Source: an optimization exercise on an open RTL-to-GDS flow (aim: small area). Production flows keep margins and buffers that such runs may drop.
In this exercise RTL edits were held to simulation tests only and were not proved equivalent to the original.
No run shown here takes its clock network from TritonCTS; it comes from the design's own scripts or RTL.
The clock port is modelled as an ideal driver, which makes a skipped or thinned clock tree look cheaper than it is; a real chip needs a root buffer or a tree.

<file path="design/flow/config.mk">
export PLATFORM = sky130hd
export DESIGN_NAME = total_fir
export DESIGN_NICKNAME = total_fir
export VERILOG_FILES = /design/flow/design.v
export SDC_FILE = /design/flow/constraint.sdc
export NUM_CORES = 4
export LEC_CHECK = 0
export CAP_MARGIN = 20
export CORE_MARGIN = 2
export CORE_UTILIZATION = 40
export SLEW_MARGIN = 20
export SYNTH_HIERARCHICAL = 1
export SYNTH_MINIMUM_KEEP_SIZE = 0
</file>
<file path="design/flow/constraint.sdc">
create_clock -name core_clock -period 5.0 [get_ports {clk}]
set_input_delay 1.0000 -clock core_clock [delete_from_list [all_inputs] [get_ports {clk}]]
set_output_delay 1.0000 -clock core_clock [all_outputs]
set_load 0.01 [all_outputs]
</file>
<file path="design/flow/design.v">
module total_fir(total_out, x_in, clk);
	input clk;
	input signed [7:0] x_in;
	output signed [15:0] total_out;
	reg [7:0] e0;
	reg [7:0] e1;
	reg [7:0] e2;
	reg [7:0] e3;
	reg [7:0] e4;
	reg [7:0] e5;
	reg [7:0] e6;
	reg [7:0] e7;
	reg [7:0] e8;
	reg [7:0] e9;
	reg [7:0] e10;
	reg [7:0] e11;
	reg [7:0] e12;
	reg [7:0] e13;
	reg [7:0] e14;
	reg [7:0] e15;
	reg [7:0] e16;
	reg [7:0] e17;
	reg r498;
	reg r499;
	reg r558;
	reg r559;
	reg r606;
	reg r607;
	reg r642;
	reg r667;
	reg r668;
	reg r683;
	reg r684;
	reg r691;
	reg r692;
	reg r695;
	reg r696;
	reg r701;
	reg r702;
	reg r703;
	reg r704;
	reg r705;
	wire o5_0;
	wire o6_0;
	wire o7_0;
	wire o8_0;
	wire o16_0;
	wire w1;
	wire w2;
	wire w3;
	wire w4;
	wire w5;
	wire w6;
	wire w7;
	wire w8;
	wire w9;
	wire w10;
	wire w11;
	wire w12;
	wire w13;
	wire w14;
	wire w15;
	wire w16;
	wire w17;
	wire w18;
	wire w19;
	wire w20;
	wire w21;
	wire w22;
	wire w23;
	wire w24;
	wire w25;
	wire w26;
	wire w27;
	wire w28;
	wire w29;
	wire w30;
	wire w31;
	wire w32;
	wire w33;
	wire w34;
	wire w35;
	wire w36;
	wire w37;
	wire w38;
	wire w39;
	wire w40;
	wire w41;
	wire w42;
	wire w43;
	wire w44;
	wire w45;
	wire w46;
	wire w47;
	wire w48;
	wire w49;
	wire w50;
	wire w51;
	wire w52;
	wire w53;
	wire w54;
	wire w55;
	wire w56;
	wire w57;
	wire w58;
	wire w59;
	wire w60;
	wire w61;
	wire w62;
	wire w63;
	wire w64;
	wire w65;
	wire w66;
	wire w67;
	wire w68;
	wire w69;
	wire w70;
	wire w71;
	wire w72;
	wire w73;
	wire w74;
	wire w75;
	wire w76;
	wire w77;
	wire w78;
	wire w79;
	wire w80;
	wire w81;
	wire w82;
	wire w83;
	wire w84;
	wire w85;
	wire w86;
	wire w87;
	wire w88;
	wire w89;
	wire w90;
	wire w91;
	wire w92;
	wire w93;
	wire w94;
	wire w95;
	wire w96;
	wire w97;
	wire w98;
	wire w99;
	wire w100;
	wire w101;
	wire w102;
	wire w103;
	wire w104;
	wire w105;
	wire w106;
	wire w107;
	wire w108;
	wire w109;
	wire w110;
	wire w111;
	wire w112;
	wire w113;
	wire w114;
	wire w115;
	wire w116;
	wire w117;
	wire w118;
	wire w119;
	wire w120;
	wire w121;
	wire w122;
	wire w123;
	wire w124;
	wire w125;
	wire w126;
	wire w127;
	wire w128;
	wire w129;
	wire w130;
	wire w131;
	wire w132;
	wire w133;
	wire w134;
	wire w135;
	wire w136;
	wire w137;
	wire w138;
	wire w139;
	wire w140;
	wire w141;
	wire w142;
	wire w143;
	wire w144;
	wire w145;
	wire w146;
	wire w147;
	wire w148;
	wire w149;
	wire w150;
	wire w151;
	wire w152;
	wire w153;
	wire w154;
	wire w155;
	wire w156;
	wire w157;
	wire w158;
	wire w159;
	wire w160;
	wire w161;
	wire w162;
	wire w163;
	wire w164;
	wire w165;
	wire w166;
	wire w167;
	wire w168;
	wire w169;
	wire w170;
	wire w171;
	wire w172;
	wire w173;
	wire w174;
	wire w175;
	wire w176;
	wire w177;
	wire w178;
	wire w179;
	wire w180;
	wire w181;
	wire w182;
	wire w183;
	wire w184;
	wire w185;
	wire w186;
	wire w187;
	wire w188;
	wire w189;
	wire w190;
	wire w191;
	wire w192;
	wire w193;
	wire w194;
	wire w195;
	wire w196;
	wire w197;
	wire w198;
	wire w199;
	wire w200;
	wire w201;
	wire w202;
	wire w203;
	wire w204;
	wire w205;
	wire w206;
	wire w207;
	wire w208;
	wire w209;
	wire w210;
	wire w211;
	wire w212;
	wire w213;
	wire w214;
	wire w215;
	wire w216;
	wire w217;
	wire w218;
	wire w219;
	wire w220;
	wire w221;
	wire w222;
	wire w223;
	wire w224;
	wire w225;
	wire w226;
	wire w227;
	wire w228;
	wire w229;
	wire w230;
	wire w231;
	wire w232;
	wire w233;
	wire w234;
	wire w235;
	wire w236;
	wire w237;
	wire w238;
	wire w239;
	wire w240;
	wire w241;
	wire w242;
	wire w243;
	wire w244;
	wire w245;
	wire w246;
	wire w247;
	wire w248;
	wire w249;
	wire w250;
	wire w251;
	wire w252;
	wire w253;
	wire w254;
	wire w255;
	wire w256;
	wire w257;
	wire w258;
	wire w259;
	wire w260;
	wire w261;
	wire w262;
	wire w263;
	wire w264;
	wire w265;
	wire w266;
	wire w267;
	wire w268;
	wire w269;
	wire w270;
	wire w271;
	wire w272;
	wire w273;
	wire w274;
	wire w275;
	wire w276;
	wire w277;
	wire w278;
	wire w279;
	wire w280;
	wire w281;
	wire w282;
	wire w283;
	wire w284;
	wire w285;
	wire w286;
	wire w287;
	wire w288;
	wire w289;
	wire w290;
	wire w291;
	wire w292;
	wire w293;
	wire w294;
	wire w295;
	wire w296;
	wire w297;
	wire w298;
	wire w299;
	wire w300;
	wire w301;
	wire w302;
	wire w303;
	wire w304;
	wire w305;
	wire w306;
	wire w307;
	wire w308;
	wire w309;
	wire w310;
	wire w311;
	wire w312;
	wire w313;
	wire w314;
	wire w315;
	wire w316;
	wire w317;
	wire w318;
	wire w319;
	wire w320;
	wire w321;
	wire w322;
	wire w323;
	wire w324;
	wire w325;
	wire w326;
	wire w327;
	wire w328;
	wire w329;
	wire w330;
	wire w331;
	wire w332;
	wire w333;
	wire w334;
	wire w335;
	wire w336;
	wire w337;
	wire w338;
	wire w339;
	wire w340;
	wire w341;
	wire w342;
	wire w343;
	wire w344;
	wire w345;
	wire w346;
	wire w347;
	wire w348;
	wire w349;
	wire w350;
	wire w351;
	wire w352;
	wire w353;
	wire w354;
	wire w355;
	wire w356;
	wire w357;
	wire w358;
	wire w359;
	wire w360;
	wire w361;
	wire w362;
	wire w363;
	wire w364;
	wire w365;
	wire w366;
	wire w367;
	wire w368;
	wire w369;
	wire w370;
	wire w371;
	wire w372;
	wire w373;
	wire w374;
	wire w375;
	wire w376;
	wire w377;
	wire w378;
	wire w379;
	wire w380;
	wire w381;
	wire w382;
	wire w383;
	wire w384;
	wire w385;
	wire w386;
	wire w387;
	wire w388;
	wire w389;
	wire w390;
	wire w391;
	wire w392;
	wire w393;
	wire w394;
	wire w395;
	wire w396;
	wire w397;
	wire w398;
	wire w399;
	wire w400;
	wire w401;
	wire w402;
	wire w403;
	wire w404;
	wire w405;
	wire w406;
	wire w407;
	wire w408;
	wire w409;
	wire w410;
	wire w411;
	wire w412;
	wire w413;
	wire w414;
	wire w415;
	wire w416;
	wire w417;
	wire w418;
	wire w419;
	wire w420;
	wire w421;
	wire w422;
	wire w423;
	wire w424;
	wire w425;
	wire w426;
	wire w427;
	wire w428;
	wire w429;
	wire w430;
	wire w431;
	wire w432;
	wire w433;
	wire w434;
	wire w435;
	wire w436;
	wire w437;
	wire w438;
	wire w439;
	wire w440;
	wire w441;
	wire w442;
	wire w443;
	wire w444;
	wire w445;
	wire w446;
	wire w447;
	wire w448;
	wire w449;
	wire w450;
	wire w451;
	wire w452;
	wire w453;
	wire w454;
	wire w455;
	wire w456;
	wire w457;
	wire w458;
	wire w459;
	wire w460;
	wire w461;
	wire w462;
	wire w463;
	wire w464;
	wire w465;
	wire w466;
	wire w467;
	wire w468;
	wire w469;
	wire w470;
	wire w471;
	wire w472;
	wire w473;
	wire w474;
	wire w475;
	wire w476;
	wire w477;
	wire w478;
	wire w479;
	wire w480;
	wire w481;
	wire w482;
	wire w483;
	wire w484;
	wire w485;
	wire w486;
	wire w487;
	wire w488;
	wire w489;
	wire w490;
	wire w491;
	wire w492;
	wire w493;
	wire w494;
	wire w495;
	wire w496;
	wire w497;
	wire w498;
	wire w499;
	wire w500;
	wire w501;
	wire w502;
	wire w503;
	wire w504;
	wire w505;
	wire w506;
	wire w507;
	wire w508;
	wire w509;
	wire w510;
	wire w511;
	wire w512;
	wire w513;
	wire w514;
	wire w515;
	wire w516;
	wire w517;
	wire w518;
	wire w519;
	wire w520;
	wire w521;
	wire w522;
	wire w523;
	wire w524;
	wire w525;
	wire w526;
	wire w527;
	wire w528;
	wire w529;
	wire w530;
	wire w531;
	wire w532;
	wire w533;
	wire w534;
	wire w535;
	wire w536;
	wire w537;
	wire w538;
	wire w539;
	wire w540;
	wire w541;
	wire w542;
	wire w543;
	wire w544;
	wire w545;
	wire w546;
	wire w547;
	wire w548;
	wire w549;
	wire w550;
	wire w551;
	wire w552;
	wire w553;
	wire w554;
	wire w555;
	wire w556;
	wire w557;
	wire w558;
	wire w559;
	wire w560;
	wire w561;
	wire w562;
	wire w563;
	wire w564;
	wire w565;
	wire w566;
	wire w567;
	wire w568;
	wire w569;
	wire w570;
	wire w571;
	wire w572;
	wire w573;
	wire w574;
	wire w575;
	wire w576;
	wire w577;
	wire w578;
	wire w579;
	wire w580;
	wire w581;
	wire w582;
	wire w583;
	wire w584;
	wire w585;
	wire w586;
	wire w587;
	wire w588;
	wire w589;
	wire w590;
	wire w591;
	wire w592;
	wire w593;
	wire w594;
	wire w595;
	wire w596;
	wire w597;
	wire w598;
	wire w599;
	wire w600;
	wire w601;
	wire w602;
	wire w603;
	wire w604;
	wire w605;
	wire w606;
	wire w607;
	wire w608;
	wire w609;
	wire w610;
	wire w611;
	wire w612;
	wire w613;
	wire w614;
	wire w615;
	wire w616;
	wire w617;
	wire w618;
	wire w619;
	wire w620;
	wire w621;
	wire w622;
	wire w623;
	wire w624;
	wire w625;
	wire w626;
	wire w627;
	wire w628;
	wire w629;
	wire w630;
	wire w631;
	wire w632;
	wire w633;
	wire w634;
	wire w635;
	wire w636;
	wire w637;
	wire w638;
	wire w639;
	wire w640;
	wire w641;
	wire w642;
	wire w643;
	wire w644;
	wire w645;
	wire w646;
	wire w647;
	wire w648;
	wire w649;
	wire w650;
	wire w651;
	wire w652;
	wire w653;
	wire w654;
	wire w655;
	wire w656;
	wire w657;
	wire w658;
	wire w659;
	wire w660;
	wire w661;
	wire w662;
	wire w663;
	wire w664;
	wire w665;
	wire w666;
	wire w667;
	wire w668;
	wire w669;
	wire w670;
	wire w671;
	wire w672;
	wire w673;
	wire w674;
	wire w675;
	wire w676;
	wire w677;
	wire w678;
	wire w679;
	wire w680;
	wire w681;
	wire w682;
	wire w683;
	wire w684;
	wire w685;
	wire w686;
	wire w687;
	wire w688;
	wire w689;
	wire w690;
	wire w691;
	wire w692;
	wire w693;
	wire w694;
	wire w695;
	wire w696;
	wire w697;
	wire w698;
	wire w699;
	wire w700;
	wire w701;
	wire w702;
	wire w703;
	wire w704;
	wire w705;
	wire n1;
	wire n2;
	wire n3;
	wire n4;
	wire n5;
	wire n6;
	wire n7;
	wire n8;
	wire n9;
	wire n10;
	wire n11;
	wire n12;
	wire n13;
	wire n14;
	wire n15;
	wire n16;
	wire n17;
	wire n18;
	wire n19;
	wire n20;
	wire n21;
	wire n22;
	wire n23;
	wire n24;
	wire n25;
	wire n26;
	wire n27;
	wire n28;
	wire n29;
	wire n30;
	wire n31;
	wire n32;
	wire n33;
	wire n34;
	wire n35;
	wire n36;
	wire n37;
	wire n38;
	wire n39;
	wire n40;
	wire n41;
	wire n42;
	wire n43;
	wire n44;
	wire n45;
	wire n46;
	wire n47;
	wire n48;
	wire n49;
	wire n50;
	wire n51;
	wire n52;
	wire n53;
	wire n54;
	wire n55;
	wire n56;
	wire n57;
	wire n58;
	wire n59;
	wire n60;
	wire n61;
	always @(posedge clk) begin
		e0 <= x_in;
		e1 <= e0;
		e2 <= e1;
		e3 <= e2 ^ 8'h7f;
		e4 <= e3;
		e5 <= e4;
		e6 <= e5;
		e7 <= e6 ^ 8'h03;
		e8 <= e7 ^ 8'h7c;
		e9 <= e8 ^ 8'h7c;
		e10 <= e9;
		e11 <= e10 ^ 8'h7c;
		e12 <= e11 ^ 8'h80;
		e13 <= e12;
		e14 <= e13 ^ 8'h80;
		e15 <= e14 ^ 8'h80;
		e16 <= e15;
		e17 <= e16;
		r498 <= w433;
		r499 <= w496;
		r558 <= w556;
		r559 <= w497;
		r606 <= w604;
		r607 <= w557;
		r642 <= w640;
		r667 <= w665;
		r668 <= w641;
		r683 <= w681;
		r684 <= w666;
		r691 <= w689;
		r692 <= w682;
		r695 <= w688;
		r696 <= w690;
		r701 <= w164;
		r702 <= w220;
		r703 <= w286;
		r704 <= w360;
		r705 <= w432;
	end
	assign o5_0 = ~(~e5[0] | ~e5[1]);
	assign o6_0 = ~(~e6[0] | ~e6[1]);
	assign o7_0 = ~(e7[0] | e7[1]);
	assign o8_0 = ~(e8[0] | e8[1]);
	assign o16_0 = ~(e16[0] | e16[1]);
	assign n1 = ~e2[0];
	assign n2 = ~e2[1];
	assign n3 = ~e2[2];
	assign n4 = ~e2[3];
	assign n5 = ~e2[4];
	assign n6 = ~e2[5];
	assign n7 = ~e2[6];
	assign n8 = ~e7[2];
	assign n9 = ~e7[3];
	assign n10 = ~e7[4];
	assign n11 = ~e7[5];
	assign n12 = ~e7[6];
	assign n13 = ~e7[7];
	assign n14 = ~e8[7];
	assign n15 = ~e8[2];
	assign n16 = ~e8[3];
	assign n17 = ~e8[4];
	assign n18 = ~e8[5];
	assign n19 = ~e8[6];
	assign n20 = ~e9[0];
	assign n21 = ~e9[1];
	assign n22 = ~e10[0];
	assign n23 = ~e10[1];
	assign n24 = ~e10[2];
	assign n25 = ~e10[3];
	assign n26 = ~e10[4];
	assign n27 = ~e10[5];
	assign n28 = ~e10[6];
	assign n29 = ~e10[7];
	assign n30 = ~e11[7];
	assign n31 = ~e11[0];
	assign n32 = ~e11[1];
	assign n33 = ~e11[2];
	assign n34 = ~e11[3];
	assign n35 = ~e11[4];
	assign n36 = ~e11[5];
	assign n37 = ~e11[6];
	assign n38 = ~e13[0];
	assign n39 = ~e13[1];
	assign n40 = ~e13[2];
	assign n41 = ~e13[3];
	assign n42 = ~e13[4];
	assign n43 = ~e13[5];
	assign n44 = ~e13[6];
	assign n45 = ~e13[7];
	assign n46 = ~e14[7];
	assign n47 = ~e14[0];
	assign n48 = ~e14[1];
	assign n49 = ~e14[2];
	assign n50 = ~e14[3];
	assign n51 = ~e14[4];
	assign n52 = ~e14[5];
	assign n53 = ~e14[6];
	assign n54 = ~e16[0];
	assign n55 = ~e16[1];
	assign n56 = ~e16[2];
	assign n57 = ~e16[3];
	assign n58 = ~e16[4];
	assign n59 = ~e16[5];
	assign n60 = ~e16[6];
	assign n61 = ~e16[7];
	fa uw62 (.a(e3[0]), .b(e4[1]), .c(e4[0]), .s(w62), .co(w63));
	fa uw64 (.a(e5[0]), .b(e5[2]), .c(e6[2]), .s(w64), .co(w65));
	fa uw66 (.a(e7[2]), .b(e10[1]), .c(e11[1]), .s(w66), .co(w67));
	fa uw68 (.a(e12[0]), .b(e12[1]), .c(e13[0]), .s(w68), .co(w69));
	fa uw70 (.a(e14[0]), .b(e14[1]), .c(e17[2]), .s(w70), .co(w71));
	fa uw72 (.a(n15), .b(n56), .c(o5_0), .s(w72), .co(w73));
	fa uw74 (.a(o6_0), .b(o7_0), .c(o8_0), .s(w74), .co(w75));
	fa uw76 (.a(o16_0), .b(w62), .c(w64), .s(w76), .co(w77));
	fa uw78 (.a(w66), .b(w68), .c(w70), .s(w78), .co(w79));
	fa uw80 (.a(w72), .b(w74), .c(w76), .s(w80), .co(w81));
	assign w83 = w78 & w80;
	xn uw84 (.a(e3[1]), .b(e4[0]), .s(w84));
	o2 uw85 (.a(e3[1]), .b(e4[0]), .co(w85));
	fa uw86 (.a(e4[2]), .b(e5[1]), .c(e5[3]), .s(w86), .co(w87));
	fa uw88 (.a(e6[0]), .b(e6[3]), .c(e7[3]), .s(w88), .co(w89));
	fa uw90 (.a(e11[0]), .b(e11[2]), .c(e12[1]), .s(w90), .co(w91));
	fa uw92 (.a(e12[2]), .b(e13[1]), .c(e13[0]), .s(w92), .co(w93));
	fa uw94 (.a(e14[1]), .b(e14[2]), .c(e15[0]), .s(w94), .co(w95));
	fa uw96 (.a(e17[3]), .b(n16), .c(n22), .s(w96), .co(w97));
	fa uw98 (.a(n24), .b(n54), .c(n57), .s(w98), .co(w99));
	fa uw100 (.a(w84), .b(w63), .c(w65), .s(w100), .co(w101));
	fa uw102 (.a(w67), .b(w69), .c(w71), .s(w102), .co(w103));
	fa uw104 (.a(w86), .b(w88), .c(w90), .s(w104), .co(w105));
	fa uw106 (.a(w92), .b(w94), .c(w96), .s(w106), .co(w107));
	fa uw108 (.a(w98), .b(w73), .c(w75), .s(w108), .co(w109));
	fa uw110 (.a(w77), .b(w79), .c(w100), .s(w110), .co(w111));
	fa uw112 (.a(w102), .b(w104), .c(w106), .s(w112), .co(w113));
	fa uw114 (.a(w108), .b(w81), .c(w110), .s(w114), .co(w115));
	assign w117 = (w112 & w83) | (w112 & w114) | (w83 & w114);
	xn uw118 (.a(e3[2]), .b(e4[1]), .s(w118));
	o2 uw119 (.a(e3[2]), .b(e4[1]), .co(w119));
	fa uw120 (.a(e4[3]), .b(e5[2]), .c(e5[0]), .s(w120), .co(w121));
	fa uw122 (.a(e5[4]), .b(e6[1]), .c(e6[4]), .s(w122), .co(w123));
	fa uw124 (.a(e7[0]), .b(e7[4]), .c(e11[1]), .s(w124), .co(w125));
	fa uw126 (.a(e11[0]), .b(e11[3]), .c(e12[2]), .s(w126), .co(w127));
	fa uw128 (.a(e12[0]), .b(e12[3]), .c(e13[2]), .s(w128), .co(w129));
	fa uw130 (.a(e13[1]), .b(e14[2]), .c(e14[3]), .s(w130), .co(w131));
	fa uw132 (.a(e15[1]), .b(e15[0]), .c(e17[0]), .s(w132), .co(w133));
	fa uw134 (.a(e17[4]), .b(n1), .c(n17), .s(w134), .co(w135));
	fa uw136 (.a(n20), .b(n23), .c(n25), .s(w136), .co(w137));
	fa uw138 (.a(n55), .b(n58), .c(w85), .s(w138), .co(w139));
	fa uw140 (.a(w118), .b(w87), .c(w89), .s(w140), .co(w141));
	fa uw142 (.a(w91), .b(w93), .c(w95), .s(w142), .co(w143));
	fa uw144 (.a(w120), .b(w122), .c(w124), .s(w144), .co(w145));
	fa uw146 (.a(w126), .b(w128), .c(w130), .s(w146), .co(w147));
	fa uw148 (.a(w132), .b(w97), .c(w99), .s(w148), .co(w149));
	fa uw150 (.a(w134), .b(w136), .c(w138), .s(w150), .co(w151));
	fa uw152 (.a(w101), .b(w103), .c(w105), .s(w152), .co(w153));
	fa uw154 (.a(w140), .b(w142), .c(w144), .s(w154), .co(w155));
	fa uw156 (.a(w146), .b(w107), .c(w148), .s(w156), .co(w157));
	fa uw158 (.a(w109), .b(w150), .c(w111), .s(w158), .co(w159));
	fa uw160 (.a(w152), .b(w154), .c(w113), .s(w160), .co(w161));
	fa uw162 (.a(w156), .b(w115), .c(w158), .s(w162), .co(w163));
	fa uw164 (.a(w160), .b(w117), .c(w162), .s(w164), .co(w165));
	fa uw166 (.a(e3[3]), .b(e4[2]), .c(e4[4]), .s(w166), .co(w167));
	fa uw168 (.a(e5[3]), .b(e5[1]), .c(e5[5]), .s(w168), .co(w169));
	fa uw170 (.a(e6[2]), .b(e6[5]), .c(e7[1]), .s(w170), .co(w171));
	fa uw172 (.a(e7[5]), .b(e10[2]), .c(e11[2]), .s(w172), .co(w173));
	fa uw174 (.a(e11[1]), .b(e11[4]), .c(e12[3]), .s(w174), .co(w175));
	fa uw176 (.a(e12[1]), .b(e12[4]), .c(e13[3]), .s(w176), .co(w177));
	fa uw178 (.a(e13[2]), .b(e14[3]), .c(e14[4]), .s(w178), .co(w179));
	fa uw180 (.a(e15[2]), .b(e15[1]), .c(e17[1]), .s(w180), .co(w181));
	fa uw182 (.a(e17[5]), .b(n2), .c(n1), .s(w182), .co(w183));
	fa uw184 (.a(n18), .b(n21), .c(n26), .s(w184), .co(w185));
	fa uw186 (.a(n56), .b(n54), .c(n59), .s(w186), .co(w187));
	fa uw188 (.a(w119), .b(w121), .c(w123), .s(w188), .co(w189));
	fa uw190 (.a(w125), .b(w127), .c(w129), .s(w190), .co(w191));
	fa uw192 (.a(w131), .b(w133), .c(w166), .s(w192), .co(w193));
	fa uw194 (.a(w168), .b(w170), .c(w172), .s(w194), .co(w195));
	fa uw196 (.a(w174), .b(w176), .c(w178), .s(w196), .co(w197));
	fa uw198 (.a(w180), .b(w135), .c(w137), .s(w198), .co(w199));
	fa uw200 (.a(w182), .b(w184), .c(w186), .s(w200), .co(w201));
	fa uw202 (.a(w139), .b(w141), .c(w143), .s(w202), .co(w203));
	fa uw204 (.a(w145), .b(w147), .c(w188), .s(w204), .co(w205));
	fa uw206 (.a(w190), .b(w149), .c(w192), .s(w206), .co(w207));
	fa uw208 (.a(w194), .b(w196), .c(w198), .s(w208), .co(w209));
	fa uw210 (.a(w200), .b(w151), .c(w153), .s(w210), .co(w211));
	fa uw212 (.a(w202), .b(w155), .c(w204), .s(w212), .co(w213));
	fa uw214 (.a(w157), .b(w206), .c(w208), .s(w214), .co(w215));
	fa uw216 (.a(w159), .b(w210), .c(w212), .s(w216), .co(w217));
	fa uw218 (.a(w161), .b(w214), .c(w163), .s(w218), .co(w219));
	fa uw220 (.a(w216), .b(w165), .c(w218), .s(w220), .co(w221));
	xn uw222 (.a(e3[4]), .b(e3[0]), .s(w222));
	o2 uw223 (.a(e3[4]), .b(e3[0]), .co(w223));
	fa uw224 (.a(e4[3]), .b(e4[0]), .c(e4[5]), .s(w224), .co(w225));
	fa uw226 (.a(e5[4]), .b(e5[2]), .c(e5[6]), .s(w226), .co(w227));
	fa uw228 (.a(e6[3]), .b(e6[6]), .c(e7[6]), .s(w228), .co(w229));
	fa uw230 (.a(e9[2]), .b(e10[3]), .c(e10[0]), .s(w230), .co(w231));
	fa uw232 (.a(e11[3]), .b(e11[2]), .c(e11[5]), .s(w232), .co(w233));
	fa uw234 (.a(e12[4]), .b(e12[2]), .c(e12[0]), .s(w234), .co(w235));
	fa uw236 (.a(e12[5]), .b(e13[4]), .c(e13[3]), .s(w236), .co(w237));
	fa uw238 (.a(e14[4]), .b(e14[5]), .c(e15[3]), .s(w238), .co(w239));
	fa uw240 (.a(e15[2]), .b(e17[2]), .c(e17[6]), .s(w240), .co(w241));
	fa uw242 (.a(n3), .b(n2), .c(n8), .s(w242), .co(w243));
	fa uw244 (.a(n19), .b(n27), .c(n47), .s(w244), .co(w245));
	fa uw246 (.a(n57), .b(n55), .c(n60), .s(w246), .co(w247));
	fa uw248 (.a(w222), .b(w167), .c(w169), .s(w248), .co(w249));
	fa uw250 (.a(w171), .b(w173), .c(w175), .s(w250), .co(w251));
	fa uw252 (.a(w177), .b(w179), .c(w181), .s(w252), .co(w253));
	fa uw254 (.a(w224), .b(w226), .c(w228), .s(w254), .co(w255));
	fa uw256 (.a(w230), .b(w232), .c(w234), .s(w256), .co(w257));
	fa uw258 (.a(w236), .b(w238), .c(w240), .s(w258), .co(w259));
	fa uw260 (.a(w183), .b(w185), .c(w187), .s(w260), .co(w261));
	fa uw262 (.a(w242), .b(w244), .c(w246), .s(w262), .co(w263));
	fa uw264 (.a(w189), .b(w191), .c(w193), .s(w264), .co(w265));
	fa uw266 (.a(w195), .b(w197), .c(w248), .s(w266), .co(w267));
	fa uw268 (.a(w250), .b(w252), .c(w199), .s(w268), .co(w269));
	fa uw270 (.a(w254), .b(w256), .c(w258), .s(w270), .co(w271));
	fa uw272 (.a(w201), .b(w260), .c(w262), .s(w272), .co(w273));
	fa uw274 (.a(w203), .b(w205), .c(w207), .s(w274), .co(w275));
	fa uw276 (.a(w264), .b(w266), .c(w209), .s(w276), .co(w277));
	fa uw278 (.a(w268), .b(w270), .c(w272), .s(w278), .co(w279));
	fa uw280 (.a(w211), .b(w213), .c(w274), .s(w280), .co(w281));
	fa uw282 (.a(w215), .b(w276), .c(w278), .s(w282), .co(w283));
	fa uw284 (.a(w217), .b(w280), .c(w282), .s(w284), .co(w285));
	fa uw286 (.a(w219), .b(w284), .c(w221), .s(w286), .co(w287));
	fa uw288 (.a(e3[5]), .b(e3[1]), .c(e4[4]), .s(w288), .co(w289));
	fa uw290 (.a(e4[1]), .b(e4[6]), .c(e5[5]), .s(w290), .co(w291));
	fa uw292 (.a(e5[3]), .b(e5[7]), .c(e6[4]), .s(w292), .co(w293));
	fa uw294 (.a(e6[7]), .b(e7[7]), .c(e8[0]), .s(w294), .co(w295));
	fa uw296 (.a(e8[7]), .b(e9[3]), .c(e10[4]), .s(w296), .co(w297));
	fa uw298 (.a(e10[1]), .b(e11[4]), .c(e11[3]), .s(w298), .co(w299));
	fa uw300 (.a(e11[6]), .b(e12[5]), .c(e12[3]), .s(w300), .co(w301));
	fa uw302 (.a(e12[1]), .b(e12[6]), .c(e13[5]), .s(w302), .co(w303));
	fa uw304 (.a(e13[4]), .b(e14[5]), .c(e14[6]), .s(w304), .co(w305));
	fa uw306 (.a(e15[4]), .b(e15[3]), .c(e17[3]), .s(w306), .co(w307));
	fa uw308 (.a(e17[7]), .b(n4), .c(n3), .s(w308), .co(w309));
	fa uw310 (.a(n9), .b(n28), .c(n31), .s(w310), .co(w311));
	fa uw312 (.a(n38), .b(n48), .c(n58), .s(w312), .co(w313));
	fa uw314 (.a(n56), .b(n61), .c(w223), .s(w314), .co(w315));
	fa uw316 (.a(w225), .b(w227), .c(w229), .s(w316), .co(w317));
	fa uw318 (.a(w231), .b(w233), .c(w235), .s(w318), .co(w319));
	fa uw320 (.a(w237), .b(w239), .c(w241), .s(w320), .co(w321));
	fa uw322 (.a(w288), .b(w290), .c(w292), .s(w322), .co(w323));
	fa uw324 (.a(w294), .b(w296), .c(w298), .s(w324), .co(w325));
	fa uw326 (.a(w300), .b(w302), .c(w304), .s(w326), .co(w327));
	fa uw328 (.a(w306), .b(w243), .c(w245), .s(w328), .co(w329));
	fa uw330 (.a(w247), .b(w308), .c(w310), .s(w330), .co(w331));
	fa uw332 (.a(w312), .b(w314), .c(w249), .s(w332), .co(w333));
	fa uw334 (.a(w251), .b(w253), .c(w255), .s(w334), .co(w335));
	fa uw336 (.a(w257), .b(w259), .c(w316), .s(w336), .co(w337));
	fa uw338 (.a(w318), .b(w320), .c(w261), .s(w338), .co(w339));
	fa uw340 (.a(w322), .b(w324), .c(w326), .s(w340), .co(w341));
	fa uw342 (.a(w263), .b(w328), .c(w330), .s(w342), .co(w343));
	fa uw344 (.a(w265), .b(w267), .c(w332), .s(w344), .co(w345));
	fa uw346 (.a(w269), .b(w271), .c(w334), .s(w346), .co(w347));
	fa uw348 (.a(w336), .b(w338), .c(w340), .s(w348), .co(w349));
	fa uw350 (.a(w273), .b(w342), .c(w275), .s(w350), .co(w351));
	fa uw352 (.a(w344), .b(w277), .c(w346), .s(w352), .co(w353));
	fa uw354 (.a(w348), .b(w279), .c(w281), .s(w354), .co(w355));
	fa uw356 (.a(w350), .b(w352), .c(w283), .s(w356), .co(w357));
	fa uw358 (.a(w354), .b(w285), .c(w356), .s(w358), .co(w359));
	ha uw360 (.a(w358), .b(w287), .s(w360), .co(w361));
	fa uw362 (.a(e3[6]), .b(e3[2]), .c(e4[5]), .s(w362), .co(w363));
	fa uw364 (.a(e4[2]), .b(e4[7]), .c(e5[6]), .s(w364), .co(w365));
	fa uw366 (.a(e5[4]), .b(e6[5]), .c(e8[1]), .s(w366), .co(w367));
	fa uw368 (.a(e9[4]), .b(e10[5]), .c(e11[5]), .s(w368), .co(w369));
	fa uw370 (.a(e11[4]), .b(e12[6]), .c(e12[4]), .s(w370), .co(w371));
	fa uw372 (.a(e12[2]), .b(e12[7]), .c(e13[6]), .s(w372), .co(w373));
	fa uw374 (.a(e13[5]), .b(e14[6]), .c(e15[5]), .s(w374), .co(w375));
	fa uw376 (.a(e15[4]), .b(e17[4]), .c(n5), .s(w376), .co(w377));
	fa uw378 (.a(n4), .b(n10), .c(n24), .s(w378), .co(w379));
	fa uw380 (.a(n29), .b(n32), .c(n30), .s(w380), .co(w381));
	fa uw382 (.a(n39), .b(n49), .c(n46), .s(w382), .co(w383));
	fa uw384 (.a(n59), .b(n57), .c(w289), .s(w384), .co(w385));
	fa uw386 (.a(w291), .b(w293), .c(w295), .s(w386), .co(w387));
	fa uw388 (.a(w297), .b(w299), .c(w301), .s(w388), .co(w389));
	fa uw390 (.a(w303), .b(w305), .c(w307), .s(w390), .co(w391));
	fa uw392 (.a(w362), .b(w364), .c(w366), .s(w392), .co(w393));
	fa uw394 (.a(w368), .b(w370), .c(w372), .s(w394), .co(w395));
	fa uw396 (.a(w374), .b(w309), .c(w311), .s(w396), .co(w397));
	fa uw398 (.a(w313), .b(w376), .c(w378), .s(w398), .co(w399));
	fa uw400 (.a(w380), .b(w382), .c(w315), .s(w400), .co(w401));
	fa uw402 (.a(w317), .b(w319), .c(w321), .s(w402), .co(w403));
	fa uw404 (.a(w323), .b(w325), .c(w327), .s(w404), .co(w405));
	fa uw406 (.a(w384), .b(w386), .c(w388), .s(w406), .co(w407));
	fa uw408 (.a(w390), .b(w329), .c(w392), .s(w408), .co(w409));
	fa uw410 (.a(w394), .b(w331), .c(w396), .s(w410), .co(w411));
	fa uw412 (.a(w398), .b(w400), .c(w333), .s(w412), .co(w413));
	fa uw414 (.a(w335), .b(w337), .c(w402), .s(w414), .co(w415));
	fa uw416 (.a(w339), .b(w341), .c(w404), .s(w416), .co(w417));
	fa uw418 (.a(w406), .b(w408), .c(w343), .s(w418), .co(w419));
	fa uw420 (.a(w410), .b(w345), .c(w412), .s(w420), .co(w421));
	fa uw422 (.a(w347), .b(w414), .c(w416), .s(w422), .co(w423));
	fa uw424 (.a(w349), .b(w418), .c(w351), .s(w424), .co(w425));
	fa uw426 (.a(w420), .b(w353), .c(w422), .s(w426), .co(w427));
	fa uw428 (.a(w355), .b(w424), .c(w426), .s(w428), .co(w429));
	fa uw430 (.a(w357), .b(w428), .c(w359), .s(w430), .co(w431));
	ha uw432 (.a(w361), .b(w430), .s(w432), .co(w433));
	fa uw434 (.a(e3[7]), .b(e3[3]), .c(e4[6]), .s(w434), .co(w435));
	fa uw436 (.a(e4[3]), .b(e5[7]), .c(e5[5]), .s(w436), .co(w437));
	fa uw438 (.a(e6[6]), .b(e8[2]), .c(e9[5]), .s(w438), .co(w439));
	fa uw440 (.a(e10[6]), .b(e11[6]), .c(e11[5]), .s(w440), .co(w441));
	fa uw442 (.a(e12[7]), .b(e12[5]), .c(e12[3]), .s(w442), .co(w443));
	fa uw444 (.a(e13[7]), .b(e13[6]), .c(e15[6]), .s(w444), .co(w445));
	fa uw446 (.a(e15[5]), .b(e17[5]), .c(n6), .s(w446), .co(w447));
	fa uw448 (.a(n5), .b(n11), .c(n25), .s(w448), .co(w449));
	fa uw450 (.a(n33), .b(n40), .c(n46), .s(w450), .co(w451));
	fa uw452 (.a(n50), .b(n60), .c(n58), .s(w452), .co(w453));
	fa uw454 (.a(w363), .b(w365), .c(w367), .s(w454), .co(w455));
	fa uw456 (.a(w369), .b(w371), .c(w373), .s(w456), .co(w457));
	fa uw458 (.a(w375), .b(w434), .c(w436), .s(w458), .co(w459));
	fa uw460 (.a(w438), .b(w440), .c(w442), .s(w460), .co(w461));
	fa uw462 (.a(w444), .b(w377), .c(w379), .s(w462), .co(w463));
	fa uw464 (.a(w381), .b(w383), .c(w446), .s(w464), .co(w465));
	fa uw466 (.a(w448), .b(w450), .c(w452), .s(w466), .co(w467));
	fa uw468 (.a(w385), .b(w387), .c(w389), .s(w468), .co(w469));
	fa uw470 (.a(w391), .b(w393), .c(w395), .s(w470), .co(w471));
	fa uw472 (.a(w454), .b(w456), .c(w397), .s(w472), .co(w473));
	fa uw474 (.a(w458), .b(w460), .c(w399), .s(w474), .co(w475));
	fa uw476 (.a(w462), .b(w464), .c(w466), .s(w476), .co(w477));
	fa uw478 (.a(w401), .b(w403), .c(w405), .s(w478), .co(w479));
	fa uw480 (.a(w407), .b(w468), .c(w409), .s(w480), .co(w481));
	fa uw482 (.a(w470), .b(w411), .c(w472), .s(w482), .co(w483));
	fa uw484 (.a(w474), .b(w476), .c(w413), .s(w484), .co(w485));
	fa uw486 (.a(w415), .b(w417), .c(w478), .s(w486), .co(w487));
	fa uw488 (.a(w480), .b(w419), .c(w482), .s(w488), .co(w489));
	fa uw490 (.a(w421), .b(w484), .c(w423), .s(w490), .co(w491));
	fa uw492 (.a(w486), .b(w488), .c(w425), .s(w492), .co(w493));
	fa uw494 (.a(w427), .b(w490), .c(w492), .s(w494), .co(w495));
	fa uw496 (.a(w429), .b(w494), .c(w431), .s(w496), .co(w497));
	ha uw500 (.a(r498), .b(r499), .s(w500), .co(w501));
	xn uw502 (.a(e3[4]), .b(e4[7]), .s(w502));
	o2 uw503 (.a(e3[4]), .b(e4[7]), .co(w503));
	fa uw504 (.a(e4[4]), .b(e5[6]), .c(e6[7]), .s(w504), .co(w505));
	fa uw506 (.a(e8[3]), .b(e9[6]), .c(e10[7]), .s(w506), .co(w507));
	fa uw508 (.a(e11[6]), .b(e12[6]), .c(e12[4]), .s(w508), .co(w509));
	fa uw510 (.a(e13[7]), .b(e15[7]), .c(e15[6]), .s(w510), .co(w511));
	fa uw512 (.a(e17[6]), .b(n7), .c(n6), .s(w512), .co(w513));
	fa uw514 (.a(n12), .b(n26), .c(n30), .s(w514), .co(w515));
	fa uw516 (.a(n34), .b(n41), .c(n51), .s(w516), .co(w517));
	fa uw518 (.a(n61), .b(n59), .c(w502), .s(w518), .co(w519));
	fa uw520 (.a(w435), .b(w437), .c(w439), .s(w520), .co(w521));
	fa uw522 (.a(w441), .b(w443), .c(w445), .s(w522), .co(w523));
	fa uw524 (.a(w504), .b(w506), .c(w508), .s(w524), .co(w525));
	fa uw526 (.a(w510), .b(w447), .c(w449), .s(w526), .co(w527));
	fa uw528 (.a(w451), .b(w453), .c(w512), .s(w528), .co(w529));
	fa uw530 (.a(w514), .b(w516), .c(w518), .s(w530), .co(w531));
	fa uw532 (.a(w455), .b(w457), .c(w459), .s(w532), .co(w533));
	fa uw534 (.a(w461), .b(w520), .c(w522), .s(w534), .co(w535));
	fa uw536 (.a(w463), .b(w524), .c(w465), .s(w536), .co(w537));
	fa uw538 (.a(w467), .b(w526), .c(w528), .s(w538), .co(w539));
	fa uw540 (.a(w530), .b(w469), .c(w471), .s(w540), .co(w541));
	fa uw542 (.a(w473), .b(w532), .c(w534), .s(w542), .co(w543));
	fa uw544 (.a(w475), .b(w477), .c(w536), .s(w544), .co(w545));
	fa uw546 (.a(w538), .b(w479), .c(w481), .s(w546), .co(w547));
	fa uw548 (.a(w540), .b(w483), .c(w542), .s(w548), .co(w549));
	fa uw550 (.a(w544), .b(w485), .c(w487), .s(w550), .co(w551));
	fa uw552 (.a(w546), .b(w489), .c(w548), .s(w552), .co(w553));
	fa uw554 (.a(w491), .b(w550), .c(w552), .s(w554), .co(w555));
	fa uw556 (.a(w493), .b(w554), .c(w495), .s(w556), .co(w557));
	fa uw560 (.a(r558), .b(r559), .c(w501), .s(w560), .co(w561));
	fa uw562 (.a(e2[7]), .b(e3[5]), .c(e4[5]), .s(w562), .co(w563));
	fa uw564 (.a(e5[7]), .b(e8[4]), .c(e9[7]), .s(w564), .co(w565));
	fa uw566 (.a(e12[7]), .b(e12[5]), .c(e15[7]), .s(w566), .co(w567));
	fa uw568 (.a(e17[7]), .b(n7), .c(n13), .s(w568), .co(w569));
	fa uw570 (.a(n27), .b(n30), .c(n35), .s(w570), .co(w571));
	fa uw572 (.a(n42), .b(n52), .c(n60), .s(w572), .co(w573));
	fa uw574 (.a(w503), .b(w505), .c(w507), .s(w574), .co(w575));
	fa uw576 (.a(w509), .b(w511), .c(w562), .s(w576), .co(w577));
	fa uw578 (.a(w564), .b(w566), .c(w513), .s(w578), .co(w579));
	fa uw580 (.a(w515), .b(w517), .c(w568), .s(w580), .co(w581));
	fa uw582 (.a(w570), .b(w572), .c(w519), .s(w582), .co(w583));
	fa uw584 (.a(w521), .b(w523), .c(w525), .s(w584), .co(w585));
	fa uw586 (.a(w574), .b(w527), .c(w576), .s(w586), .co(w587));
	fa uw588 (.a(w529), .b(w578), .c(w580), .s(w588), .co(w589));
	fa uw590 (.a(w531), .b(w582), .c(w533), .s(w590), .co(w591));
	fa uw592 (.a(w535), .b(w584), .c(w537), .s(w592), .co(w593));
	fa uw594 (.a(w586), .b(w539), .c(w588), .s(w594), .co(w595));
	fa uw596 (.a(w541), .b(w543), .c(w590), .s(w596), .co(w597));
	fa uw598 (.a(w545), .b(w592), .c(w594), .s(w598), .co(w599));
	fa uw600 (.a(w547), .b(w549), .c(w596), .s(w600), .co(w601));
	fa uw602 (.a(w598), .b(w551), .c(w553), .s(w602), .co(w603));
	fa uw604 (.a(w600), .b(w555), .c(w602), .s(w604), .co(w605));
	fa uw608 (.a(r606), .b(r607), .c(w561), .s(w608), .co(w609));
	xn uw610 (.a(e2[7]), .b(e3[6]), .s(w610));
	o2 uw611 (.a(e2[7]), .b(e3[6]), .co(w611));
	fa uw612 (.a(e4[6]), .b(e8[5]), .c(e12[6]), .s(w612), .co(w613));
	fa uw614 (.a(n28), .b(n36), .c(n43), .s(w614), .co(w615));
	fa uw616 (.a(n53), .b(n61), .c(w610), .s(w616), .co(w617));
	fa uw618 (.a(w563), .b(w565), .c(w567), .s(w618), .co(w619));
	fa uw620 (.a(w612), .b(w569), .c(w571), .s(w620), .co(w621));
	fa uw622 (.a(w573), .b(w614), .c(w616), .s(w622), .co(w623));
	fa uw624 (.a(w575), .b(w577), .c(w618), .s(w624), .co(w625));
	fa uw626 (.a(w579), .b(w581), .c(w620), .s(w626), .co(w627));
	fa uw628 (.a(w583), .b(w622), .c(w585), .s(w628), .co(w629));
	fa uw630 (.a(w587), .b(w624), .c(w589), .s(w630), .co(w631));
	fa uw632 (.a(w626), .b(w591), .c(w628), .s(w632), .co(w633));
	fa uw634 (.a(w593), .b(w595), .c(w630), .s(w634), .co(w635));
	fa uw636 (.a(w597), .b(w632), .c(w599), .s(w636), .co(w637));
	fa uw638 (.a(w634), .b(w601), .c(w636), .s(w638), .co(w639));
	fa uw640 (.a(w603), .b(w638), .c(w605), .s(w640), .co(w641));
	ha uw643 (.a(r642), .b(w609), .s(w643), .co(w644));
	fa uw645 (.a(e3[7]), .b(e4[7]), .c(e8[6]), .s(w645), .co(w646));
	fa uw647 (.a(e12[7]), .b(e14[7]), .c(n29), .s(w647), .co(w648));
	fa uw649 (.a(n37), .b(n44), .c(w611), .s(w649), .co(w650));
	fa uw651 (.a(w613), .b(w645), .c(w615), .s(w651), .co(w652));
	fa uw653 (.a(w647), .b(w617), .c(w649), .s(w653), .co(w654));
	fa uw655 (.a(w619), .b(w621), .c(w651), .s(w655), .co(w656));
	fa uw657 (.a(w623), .b(w653), .c(w625), .s(w657), .co(w658));
	fa uw659 (.a(w627), .b(w655), .c(w629), .s(w659), .co(w660));
	fa uw661 (.a(w657), .b(w631), .c(w633), .s(w661), .co(w662));
	fa uw663 (.a(w659), .b(w635), .c(w661), .s(w663), .co(w664));
	fa uw665 (.a(w637), .b(w663), .c(w639), .s(w665), .co(w666));
	fa uw669 (.a(r667), .b(r668), .c(w644), .s(w669), .co(w670));
	fa uw671 (.a(e11[7]), .b(n14), .c(n45), .s(w671), .co(w672));
	fa uw673 (.a(w646), .b(w648), .c(w671), .s(w673), .co(w674));
	fa uw675 (.a(w650), .b(w652), .c(w673), .s(w675), .co(w676));
	fa uw677 (.a(w654), .b(w656), .c(w675), .s(w677), .co(w678));
	fa uw679 (.a(w658), .b(w677), .c(w660), .s(w679), .co(w680));
	fa uw681 (.a(w662), .b(w679), .c(w664), .s(w681), .co(w682));
	fa uw685 (.a(r683), .b(r684), .c(w670), .s(w685), .co(w686));
	fa uw687 (.a(w672), .b(w674), .c(w676), .s(w687), .co(w688));
	fa uw689 (.a(w678), .b(w687), .c(w680), .s(w689), .co(w690));
	fa uw693 (.a(r691), .b(r692), .c(w686), .s(w693), .co(w694));
	fa uw697 (.a(r695), .b(r696), .c(w694), .s(w697), .co(w698));
	assign w699 = w698 ^ 1'b1;
	assign total_out[0] = r701;
	assign total_out[1] = r702;
	assign total_out[2] = r703;
	assign total_out[3] = r704;
	assign total_out[4] = r705;
	assign total_out[5] = w500;
	assign total_out[6] = w560;
	assign total_out[7] = w608;
	assign total_out[8] = w643;
	assign total_out[9] = w669;
	assign total_out[10] = w685;
	assign total_out[11] = w693;
	assign total_out[12] = w697;
	assign total_out[13] = w699;
	assign total_out[14] = w699;
	assign total_out[15] = w699;
endmodule
module fa(input a, input b, input c, output s, output co);
	assign s = a ^ b ^ c;
	assign co = (a & b) | (a & c) | (b & c);
endmodule
module xn(input a, input b, output s);
	assign s = ~(a ^ b);
endmodule
module o2(input a, input b, output co);
	assign co = a | b;
endmodule
module xr(input a, input b, output s);
	assign s = a ^ b;
endmodule
module ao(input g, input p, input c, output co);
	assign co = g | (p & c);
endmodule
module ha(input a, input b, output s, output co);
	assign s = a ^ b;
	assign co = a & b;
endmodule
</file>
<file path="design/flow/flow/run.sh">
#!/bin/bash
# The standard layout (standard.sh, the ORFS flow), with ORFS's own variables set for three steps:
#  - clock tree: flow/mycts.tcl (sourced by ORFS before its CTS step) replaces TritonCTS with a
#    two-level tree: one clkbuf_8 at the clock port driving MYCTS_NLEAF clkbuf_4 cells, each
#    driving one placement cluster of flip-flops (balanced k-means on flip-flop locations);
#  - port buffering with the smallest buffer cell (every input and output still gets a buffer);
#  - timing-driven global placement keeps none of its trial buffering.
# The full ORFS output goes to standard.log in this folder (per-step logs under orfs/logs).
export PRE_CTS_TCL="$(pwd)/flow/mycts.tcl"
export MYCTS_NLEAF=18
export MYCTS_CELL=sky130_fd_sc_hd__clkbuf_4
export MYCTS_ROOT=sky130_fd_sc_hd__clkbuf_8
export BUFFER_PORTS_ARGS="-buffer_cell sky130_fd_sc_hd__buf_1"
export GPL_KEEP_OVERFLOW=0
bash standard.sh > standard.log 2>&1
</file>
<file path="design/flow/flow/mycts.tcl">
# Simple one-level clock tree: the clock port drives NLEAF clock buffers, each
# buffer drives the flip-flops of one placement cluster (k-means on the flip-flop
# locations).  Replaces TritonCTS, whose H-tree always builds 16 leaf buffers here.
proc simple_clock_tree {args} {
  set nleaf [expr {[info exists ::env(MYCTS_NLEAF)] ? $::env(MYCTS_NLEAF) : 4}]
  set cell [expr {[info exists ::env(MYCTS_CELL)] ? $::env(MYCTS_CELL) : "sky130_fd_sc_hd__clkbuf_8"}]
  set block [ord::get_db_block]
  set db [ord::get_db]
  set master [$db findMaster $cell]
  set clkport [$block findBTerm clk]
  set clknet [$clkport getNet]
  set sinks {}
  foreach it [$clknet getITerms] {
    set inst [$it getInst]
    set bb [$inst getBBox]
    lappend sinks [list $it [expr {([$bb xMin] + [$bb xMax]) / 2}] [expr {([$bb yMin] + [$bb yMax]) / 2}]]
  }
  # k-means with farthest-point seeding (deterministic)
  set pts $sinks
  set cx [lindex $pts 0 1]; set cy [lindex $pts 0 2]
  set tx 0; set ty 0
  foreach p $pts { set tx [expr {$tx + [lindex $p 1]}]; set ty [expr {$ty + [lindex $p 2]}] }
  set n [llength $pts]
  set cents [list [list [expr {$tx / $n}] [expr {$ty / $n}]]]
  while {[llength $cents] < $nleaf} {
    set best -1; set bp {}
    foreach p $pts {
      set dmin 1e18
      foreach c $cents {
        set d [expr {abs([lindex $p 1] - [lindex $c 0]) + abs([lindex $p 2] - [lindex $c 1])}]
        if {$d < $dmin} { set dmin $d }
      }
      if {$dmin > $best} { set best $dmin; set bp [list [lindex $p 1] [lindex $p 2]] }
    }
    lappend cents $bp
  }
  # balanced k-means: each cluster gets at most ceil(n/k) sinks
  set cap [expr {int(ceil(double($n) / $nleaf))}]
  for {set iter 0} {$iter < 30} {incr iter} {
    set pairs {}
    set i 0
    foreach p $pts {
      set k 0
      foreach c $cents {
        lappend pairs [list [expr {abs([lindex $p 1] - [lindex $c 0]) + abs([lindex $p 2] - [lindex $c 1])}] $i $k]
        incr k
      }
      incr i
    }
    set pairs [lsort -real -index 0 $pairs]
    array unset asg; array unset cnt
    for {set k 0} {$k < $nleaf} {incr k} { set cnt($k) 0 }
    foreach pr $pairs {
      lassign $pr d i k
      if {[info exists asg($i)]} continue
      if {$cnt($k) >= $cap} continue
      set asg($i) $k; incr cnt($k)
    }
    set newc {}
    for {set k 0} {$k < $nleaf} {incr k} { set sx($k) 0; set sy($k) 0 }
    for {set i 0} {$i < $n} {incr i} {
      set k $asg($i)
      set sx($k) [expr {$sx($k) + [lindex $pts $i 1]}]; set sy($k) [expr {$sy($k) + [lindex $pts $i 2]}]
    }
    for {set k 0} {$k < $nleaf} {incr k} {
      if {$cnt($k) > 0} { lappend newc [list [expr {$sx($k) / $cnt($k)}] [expr {$sy($k) / $cnt($k)}]] } else { lappend newc [lindex $cents $k] }
    }
    set cents $newc
  }
  set drvnet $clknet
  if {$nleaf > 4} {
    set rcell [expr {[info exists ::env(MYCTS_ROOT)] ? $::env(MYCTS_ROOT) : $cell}]
    set rinst [odb::dbInst_create $block [$db findMaster $rcell] "clkbuf_root"]
    set drvnet [odb::dbNet_create $block "clknet_root"]
    $drvnet setSigType CLOCK
    [$rinst findITerm X] connect $drvnet
    [$rinst findITerm A] connect $clknet
    set mx 0; set my 0
    foreach c $cents { set mx [expr {$mx + [lindex $c 0]}]; set my [expr {$my + [lindex $c 1]}] }
    $rinst setLocation [expr {int($mx / $nleaf)}] [expr {int($my / $nleaf)}]
    $rinst setPlacementStatus PLACED
  }
  for {set k 0} {$k < $nleaf} {incr k} {
    set inst [odb::dbInst_create $block $master "clkbuf_leaf_$k"]
    set net [odb::dbNet_create $block "clknet_leaf_$k"]
    $net setSigType CLOCK
    [$inst findITerm X] connect $net
    [$inst findITerm A] connect $drvnet
    $inst setLocation [expr {int([lindex $cents $k 0])}] [expr {int([lindex $cents $k 1])}]
    $inst setPlacementStatus PLACED
    set leafnet($k) $net
  }
  for {set i 0} {$i < $n} {incr i} {
    set it [lindex $pts $i 0]
    $it disconnect
    $it connect $leafnet($asg($i))
  }
  global_connect
  set_propagated_clock [all_clocks]
  puts "simple_clock_tree: $nleaf x $cell, sinks per buffer: [array get cnt]"
}
rename clock_tree_synthesis tritoncts_clock_tree_synthesis
proc clock_tree_synthesis {args} { simple_clock_tree }
</file>
<file path="design/flow/standard.sh">
#!/bin/bash
# synth_recipe.tcl (not shown) runs the flow's synth.tcl, then flattens the netlist and writes it again
# the make line also repeats each setting of config.mk as NAME=value (left out here)
make -C /OpenROAD-flow-scripts/flow DESIGN_CONFIG=/design/flow/config.mk WORK_HOME=/design/flow/orfs CLKGATE_MAP_FILE= SYNTH_SCRIPT=/design/flow/synth_recipe.tcl "${@:-finish}"
</file>
==> impl_metrics.json, run 1 <==
{
  "grt_pass1_wl_um": 33800,
  "multi_input_area_sq_mm": 0.00617,
  "syn_inst": 566,
  "synth_compound_area_share_pct": 0.0765,
  "port-buffer-count": 24,
  "syn-num-nets": 879,
  "synth_flop_cell": "dfxtp_1",
  "hold_viol_final": 0,
  "whs_path_depth": 0,
  "yosysTopAreaCell": "fa_1",
  "post_drt_wl_per_cell_um": 23.8,
  "coreArea_sq_mm": 0.0242,
  "crit_chain": "fa_1 > fa_1 > fa_1 > fa_1 > fa_1 > fa_1 > fa_1 > fa_1 > fa_1",
  "pin_count": 25,
  "die_w_um": 161,
  "setup_ws_ns": 0.109,
  "setup_tns_ns": 0,
  "synthArstFlopShare_pct": 0,
  "final.setup_skew_ns": 0.0334,
  "hold_class": "reg -> reg",
  "synth_area_leaders": "fa_1 61%, dfxtp_1 33%, inv_1 2.4%",
  "critPathMostFrequentCell": "fa_1",
  "nets": 908,
  "clk_latency_ns": 0.51,
  "grt_pass1_vias": 5335,
  "synth_top_area_share_pct": 61.2,
  "viasPerCell": 4.56,
  "regArea_sq_mm": 0.00330,
  "synthDistinctLibCells": 10,
  "clk_pin_slew_ns": 0.11,
  "hold_slack_ns": 0.333,
  "ys_warn_count": 7,
  "tightest_slew_ns": 0.392,
  "synthXorXnorAreaFrac_pct": 0.446,
  "gp_congestion": 0.899,
  "cp_top_family": "adder cells",
  "slew_headroom_pct": 73.9,
  "synth_area_sq_mm": 0.00981,
  "drc": 0,
  "grt_max_degree": 19,
  "worstRegToRegCells": 9,
  "antenna_found_initial": 0,
  "post-cts-setup-buffer-count": 0,
  "yosysMostFrequentCell": "fa_1",
  "min_period_over_period_pct": 97.8,
  "drt-pass1-iter-count": 4,
  "synthAdderAreaFrac_pct": 61.7,
  "startpoint_type": "flip-flop",
  "ys_ff_latch": 164,
  "slew_violations": 0,
  "synthToLayoutAreaGrowth_pct": 5.59,
  "dp_hpwl_um": 19700,
  "dp_slack_ns": 0.0417,
  "worstSetupEndpointType": "flip-flop",
  "start_util_pct": 40.6,
  "drive_gt1_share_pct": 6.24,
  "placementRows": 57,
  "fp.dieH_um": 161,
  "antennaDiodeCount": 0,
  "via_count": 4184,
  "setup_viol": 0,
  "critPathKind": "reg -> reg",
  "cp_num_buf_inv": 0,
  "ys_seq_area_share_pct": 33.5,
  "max_freq_ghz": 0.204,
  "grt-ovfl-total": 0,
  "slowest_stage": "fa_1",
  "dr.first_iter.drc_count": 257,
  "synth_commonest_cells": "300 x fa_1, 164 x dfxtp_1, 64 x inv_1",
  "fillers": 2181,
  "synthMuxAreaShare_pct": 0,
  "synth_top_family_by_area": "adder cells",
  "crit_arrival_ns": 5.29,
  "rsz0062_at_grt": "false",
  "cp_num_cells": 9,
  "yosys.area_share.simple_pct": 0.612,
  "cap_violations": 0,
  "max_stage_delay_ns": 0.56,
  "post-route-util_pct": 42.8,
  "postSynthAreaPerCell_sq_um": 17.3,
  "status": "no timing/DRC/antenna violations",
  "worstPathRequired_ns": 5.40,
  "drtAntennaViolNets": 0,
  "die-area_sq_mm": 0.0258,
  "synth_edf_count": 0,
  "routed_wl_um": 21800,
  "fin_crit_ns": 4.89,
  "track_usage_pct": 18.2,
  "critPathMaxFanout": 4
}
-- repair_timing --
action | 4_1_cts | 5_1_grt
resized for setup | 0 | 18
endpoints found under the setup margin | 0 | 5
hold buffers | 0 | 0
-- per-module statistics from Yosys, one instance, submodules excluded --
module     flops+latches  times used  area (sq um)  cells
xn                     0           5          8.76      1
o2                     0           5          6.26      1
total_fir            164           1          3680    252
fa                     0         300          20.0      1
ha                     0           4          12.5      1
-- area by class of cell --
class                   count  share of cell area (%)
multi-input cells         322                    59.6
well taps                 324                    3.91
plain buffers              19                    1.44
inverters                  64                    2.32
flip-flops and latches    164                    31.9
repair buffers             24                   0.882
-- final timing paths --
kind                                      from       endpoint  slack, ns
worst max-delay path            e13[5]$_DFF_P_   r499$_DFF_P_       0.11
worst min-delay path             e0[0]$_DFF_P_  e1[0]$_DFF_P_       0.33
worst max register to register  e13[5]$_DFF_P_   r499$_DFF_P_       0.11
worst min register to register   e0[0]$_DFF_P_  e1[0]$_DFF_P_       0.33
-- stage by stage --
step / std cells / area, sq um
floorplan: 566 / 9810
global placement: 898 / 10200
detailed placement: 898 / 10200
CTS: 917 / 10300
global route: 917 / 10400
finish: 917 / 10400
-- kinds of logic after synthesis --
group / Yosys count
fa+ha+maj: 304
compound gates: 1
buf+inv: 80
simple gates: 12
flops: 164
xor+xnor: 5
-- metal layers --
| layer | vias to the layer above | routed length (um) | track usage [%] |
|---|---|---|---|
| li1 | 1699 | - | - |
| met1 | 2322 | 8650 | 24.8 |
| met2 | 116 | 11100 | 31.0 |
| met3 | 47 | 991 | 1.45 |
| met4 | 0 | 1040 | 6.59 |
| met5 | - | 0 | 0 |
-- placed cells by master (no fill, tap or decap), drive strengths merged --
master  netlist  routed
inv          64      64
ha            4       4
fa          300     300
dfxtp       164     164
or2           5       5
a22oi         1       1
nor2          6       6
buf          16      23
clkbuf        0      20
and2          1       1
xnor2         5       5
==> inputs of run 2 (changes only) <==
--- a/design/flow/flow/mycts.tcl
+++ b/design/flow/flow/mycts.tcl
@@ -1,6 +1,3 @@
-# Simple one-level clock tree: the clock port drives NLEAF clock buffers, each
-# buffer drives the flip-flops of one placement cluster (k-means on the flip-flop
-# locations).  Replaces TritonCTS, whose H-tree always builds 16 leaf buffers here.
 proc simple_clock_tree {args} {
   set nleaf [expr {[info exists ::env(MYCTS_NLEAF)] ? $::env(MYCTS_NLEAF) : 4}]
   set cell [expr {[info exists ::env(MYCTS_CELL)] ? $::env(MYCTS_CELL) : "sky130_fd_sc_hd__clkbuf_8"}]
--- a/design/flow/config.mk
+++ b/design/flow/config.mk
@@ -8,6 +8,7 @@
 export CAP_MARGIN = 20
 export CORE_MARGIN = 2
 export CORE_UTILIZATION = 40
+export PLACE_DENSITY = 0.75
 export SLEW_MARGIN = 20
 export SYNTH_HIERARCHICAL = 1
 export SYNTH_MINIMUM_KEEP_SIZE = 0
==> run 2 against run 1 <==
Critical path type unchanged. Utilization hardly changed. Design area hardly changed. Via count is 1.2% higher. Critical endpoint unchanged. Critical path depth stayed put. Still clean on timing, DRC and antenna.
==> impl_metrics.json, run 2 <==
{
  "status": "no timing/DRC/antenna violations",
  "synthMuxAreaShare_pct": 0,
  "setup_tns_ns": 0,
  "final.setup_skew_ns": 0.0344,
  "syn_inst": 566,
  "cp_num_buf_inv": 0,
  "whs_path_depth": 0,
  "post-cts-setup-buffer-count": 0,
  "setup_viol": 0,
  "r2r_setup_slack_ns": 0.15,
  "port-buffer-count": 24,
  "critPathKind": "reg -> reg",
  "synthToLayoutAreaGrowth_pct": 5.57,
  "r2r_start": "e12[6]$_DFF_P_",
  "min_period_over_period_pct": 97.1,
  "min_to": "e1[3]$_DFF_P_",
  "dr.first_iter.drc_count": 230,
  "antenna_found_initial": 0,
  "drive_gt1_share_pct": 6.07,
  "dp_hpwl_um": 18800,
  "die-area_sq_mm": 0.0258,
  "r2r-end": "r499$_DFF_P_",
  "track_usage_pct": 17.6,
  "slowest_stage": "dfxtp_1",
  "yosysMostFrequentCell": "fa_1",
  "crit_arrival_ns": 5.22,
  "grt_max_degree": 19,
  "grt-ovfl-total": 0,
  "synthXorXnorAreaFrac_pct": 0.446,
  "worstRegToRegCells": 9,
  "fin_crit_ns": 4.85,
  "synth_edf_count": 0,
  "post_drt_wl_per_cell_um": 22.8,
  "hold_viol_final": 0,
  "start_util_pct": 40.6,
  "die_w_um": 161,
  "routed_wl_um": 20900,
  "synthArstFlopShare_pct": 0,
  "cp_top_family": "adder cells",
  "drc": 0,
  "synth_top_area_share_pct": 61.2,
  "synth_flop_cell": "dfxtp_1",
  "tightest_slew_ns": 0.391,
  "post-route-util_pct": 42.8,
  "grt_pass1_vias": 5351,
  "critPathMostFrequentCell": "fa_1",
  "fp.dieH_um": 161,
  "synth_compound_area_share_pct": 0.0765,
  "nets": 908,
  "cap_violations": 0,
  "viasPerCell": 4.62,
  "slew_headroom_pct": 73.9,
  "slew_violations": 0,
  "gp_congestion": 0.934,
  "hold_class": "reg -> reg",
  "layout_commonest_cell": "fa_1",
  "ys_ff_latch": 164,
  "drtAntennaViolNets": 0,
  "startpoint_type": "flip-flop",
  "crit_chain": "fa_1 > fa_1 > fa_1 > fa_1 > fa_1 > fa_1 > fa_1 > fa_1 > fa_1",
  "synthDistinctLibCells": 10,
  "coreArea_sq_mm": 0.0242,
  "syn-num-nets": 879,
  "placementRows": 57,
  "synthAdderAreaFrac_pct": 61.7,
  "critPathMaxFanout": 5,
  "synth_commonest_cells": "300 x fa_1, 164 x dfxtp_1, 64 x inv_1",
  "yosys.area_share.simple_pct": 0.612,
  "pin_count": 25,
  "ys_seq_area_share_pct": 33.5,
  "final_cell_mix": "299 x fa_1, 148 x dfxtp_1, 64 x inv_1",
  "via_count": 4233,
  "worstSetupEndpointType": "flip-flop",
  "min_from": "e0[3]$_DFF_P_",
  "max_freq_ghz": 0.206,
  "worstPathRequired_ns": 5.36,
  "drt-pass1-iter-count": 4,
  "postSynthAreaPerCell_sq_um": 17.3,
  "yosysTopAreaCell": "fa_1",
  "ys_warn_count": 7,
  "grt_pass1_wl_um": 32700,
  "synth_area_sq_mm": 0.00981,
  "max_stage_delay_ns": 0.57,
  "clk_pin_slew_ns": 0.10,
  "antennaDiodeCount": 0,
  "synth_top_family_by_area": "adder cells",
  "synth_area_leaders": "fa_1 61%, dfxtp_1 33%, inv_1 2.4%",
  "clk_latency_ns": 0.51
}
-- run 2: logic make-up (layout without fill, tap and decap cells) --
| group | count (synthesis) | count (layout) |
|---|---|---|
| AO/OA/AOI/OAI | 1 | 1 |
| XOR/XNOR | 5 | 5 |
| adder cells (fa/ha/maj) | 304 | 304 |
| buffers and inverters | 80 | 107 |
| flip-flops | 164 | 164 |
| AND/OR/NAND/NOR | 12 | 12 |
-- run 2: repair_timing --
item	CTS	global route
hold endpoints to repair	0	0
gates resized for setup	0	17
setup endpoints to repair	0	5
hold buffers	0	0
-- run 2: area by class of cell --
type,instances,area (sq um)
Inverter,64,240
Timing Repair Buffer,24,90.1
Sequential cell,164,3300
Tap cell,324,405
Buffer,19,149
Multi-Input combinational cell,322,6170
Fill cell,2130,13800
-- run 2: worst max path at each step --
| stage | from | to | slack (ns) | cells after the start |
|---|---|---|---|---|
| after floorplan | e12[5]$_DFF_P_ | r499$_DFF_P_ | 0.36 | 9 |
| final | e12[6]$_DFF_P_ | r499$_DFF_P_ | 0.15 | 9 |
| after CTS | e11[3]$_DFF_P_ | r499$_DFF_P_ | 0.02 | 9 |
| after global placement | e11[4]$_DFF_P_ | r499$_DFF_P_ | 0.12 | 9 |
| after global routing | e4[5]$_DFF_P_ | r499$_DFF_P_ | -0.01 | 9 |
| after detailed placement | e11[3]$_DFF_P_ | r499$_DFF_P_ | 0.07 | 9 |
-- run 2: modules after synthesis, one instance, submodules excluded --
module	area [sq um]	flops+latches	cells	copies in the design
fa	20.0	0	1	300
ha	12.5	0	1	4
o2	6.26	0	1	5
total_fir	3680	164	252	1
xn	8.76	0	1	5
-- run 2: per-layer routing --
layer / routed length, um / vias to the layer above / track usage (%) / share of wire (%)
met5: 0 / - / 0 / 0
met4: 707 / 0 / 5.32 / 3.4
met3: 1350 / 40 / 2.45 / 6.5
met2: 10800 / 139 / 29.9 / 52
met1: 8050 / 2355 / 23.7 / 38
li1: - / 1699 / - / -
-- run 2: per-stage QoR --
| stage | worst slack (ns) | cells | hold WS, ns | area (sq um) |
|---|---|---|---|---|
| 2_1_floorplan | 0.355 | 566 | 0.310 | 9810 |
| 3_3_place_gp | 0.120 | 898 | 0.310 | 10200 |
| 3_5_place_dp | 0.0660 | 898 | 0.312 | 10200 |
| 4_1_cts | 0.0224 | 917 | 0.333 | 10300 |
| 5_1_grt | -0.0124 | 917 | 0.342 | 10400 |
| 6_report | 0.146 | 917 | 0.330 | 10400 |

static timing again, ports no longer ideal:
No port has a modelled driver above. Below, the same layouts with a new extraction and two added sets of constraints. Step 1, drivers: a clkbuf_16 drives clk and a buf_2 each remaining input, both assumed. Step 2 also shifts input and output timing later by t, the mid clock arrival at the registers, as if the neighbouring blocks saw the same clock. Three values: no drivers, after step 1, after step 2; two values: the first two.
run	t, ns	slack for setup (ns)	worst register clock-pin slew, ns	worst slew at a driven data input, ns	pins driven straight from the clock port
run 1	0.538	0.109 / 0.109 / 0.109	0.12 / 0.12	0.03	1
run 2	0.530	0.146 / 0.146 / 0.146	0.12 / 0.12	0.04	1
After both steps every run listed still meets setup and hold.
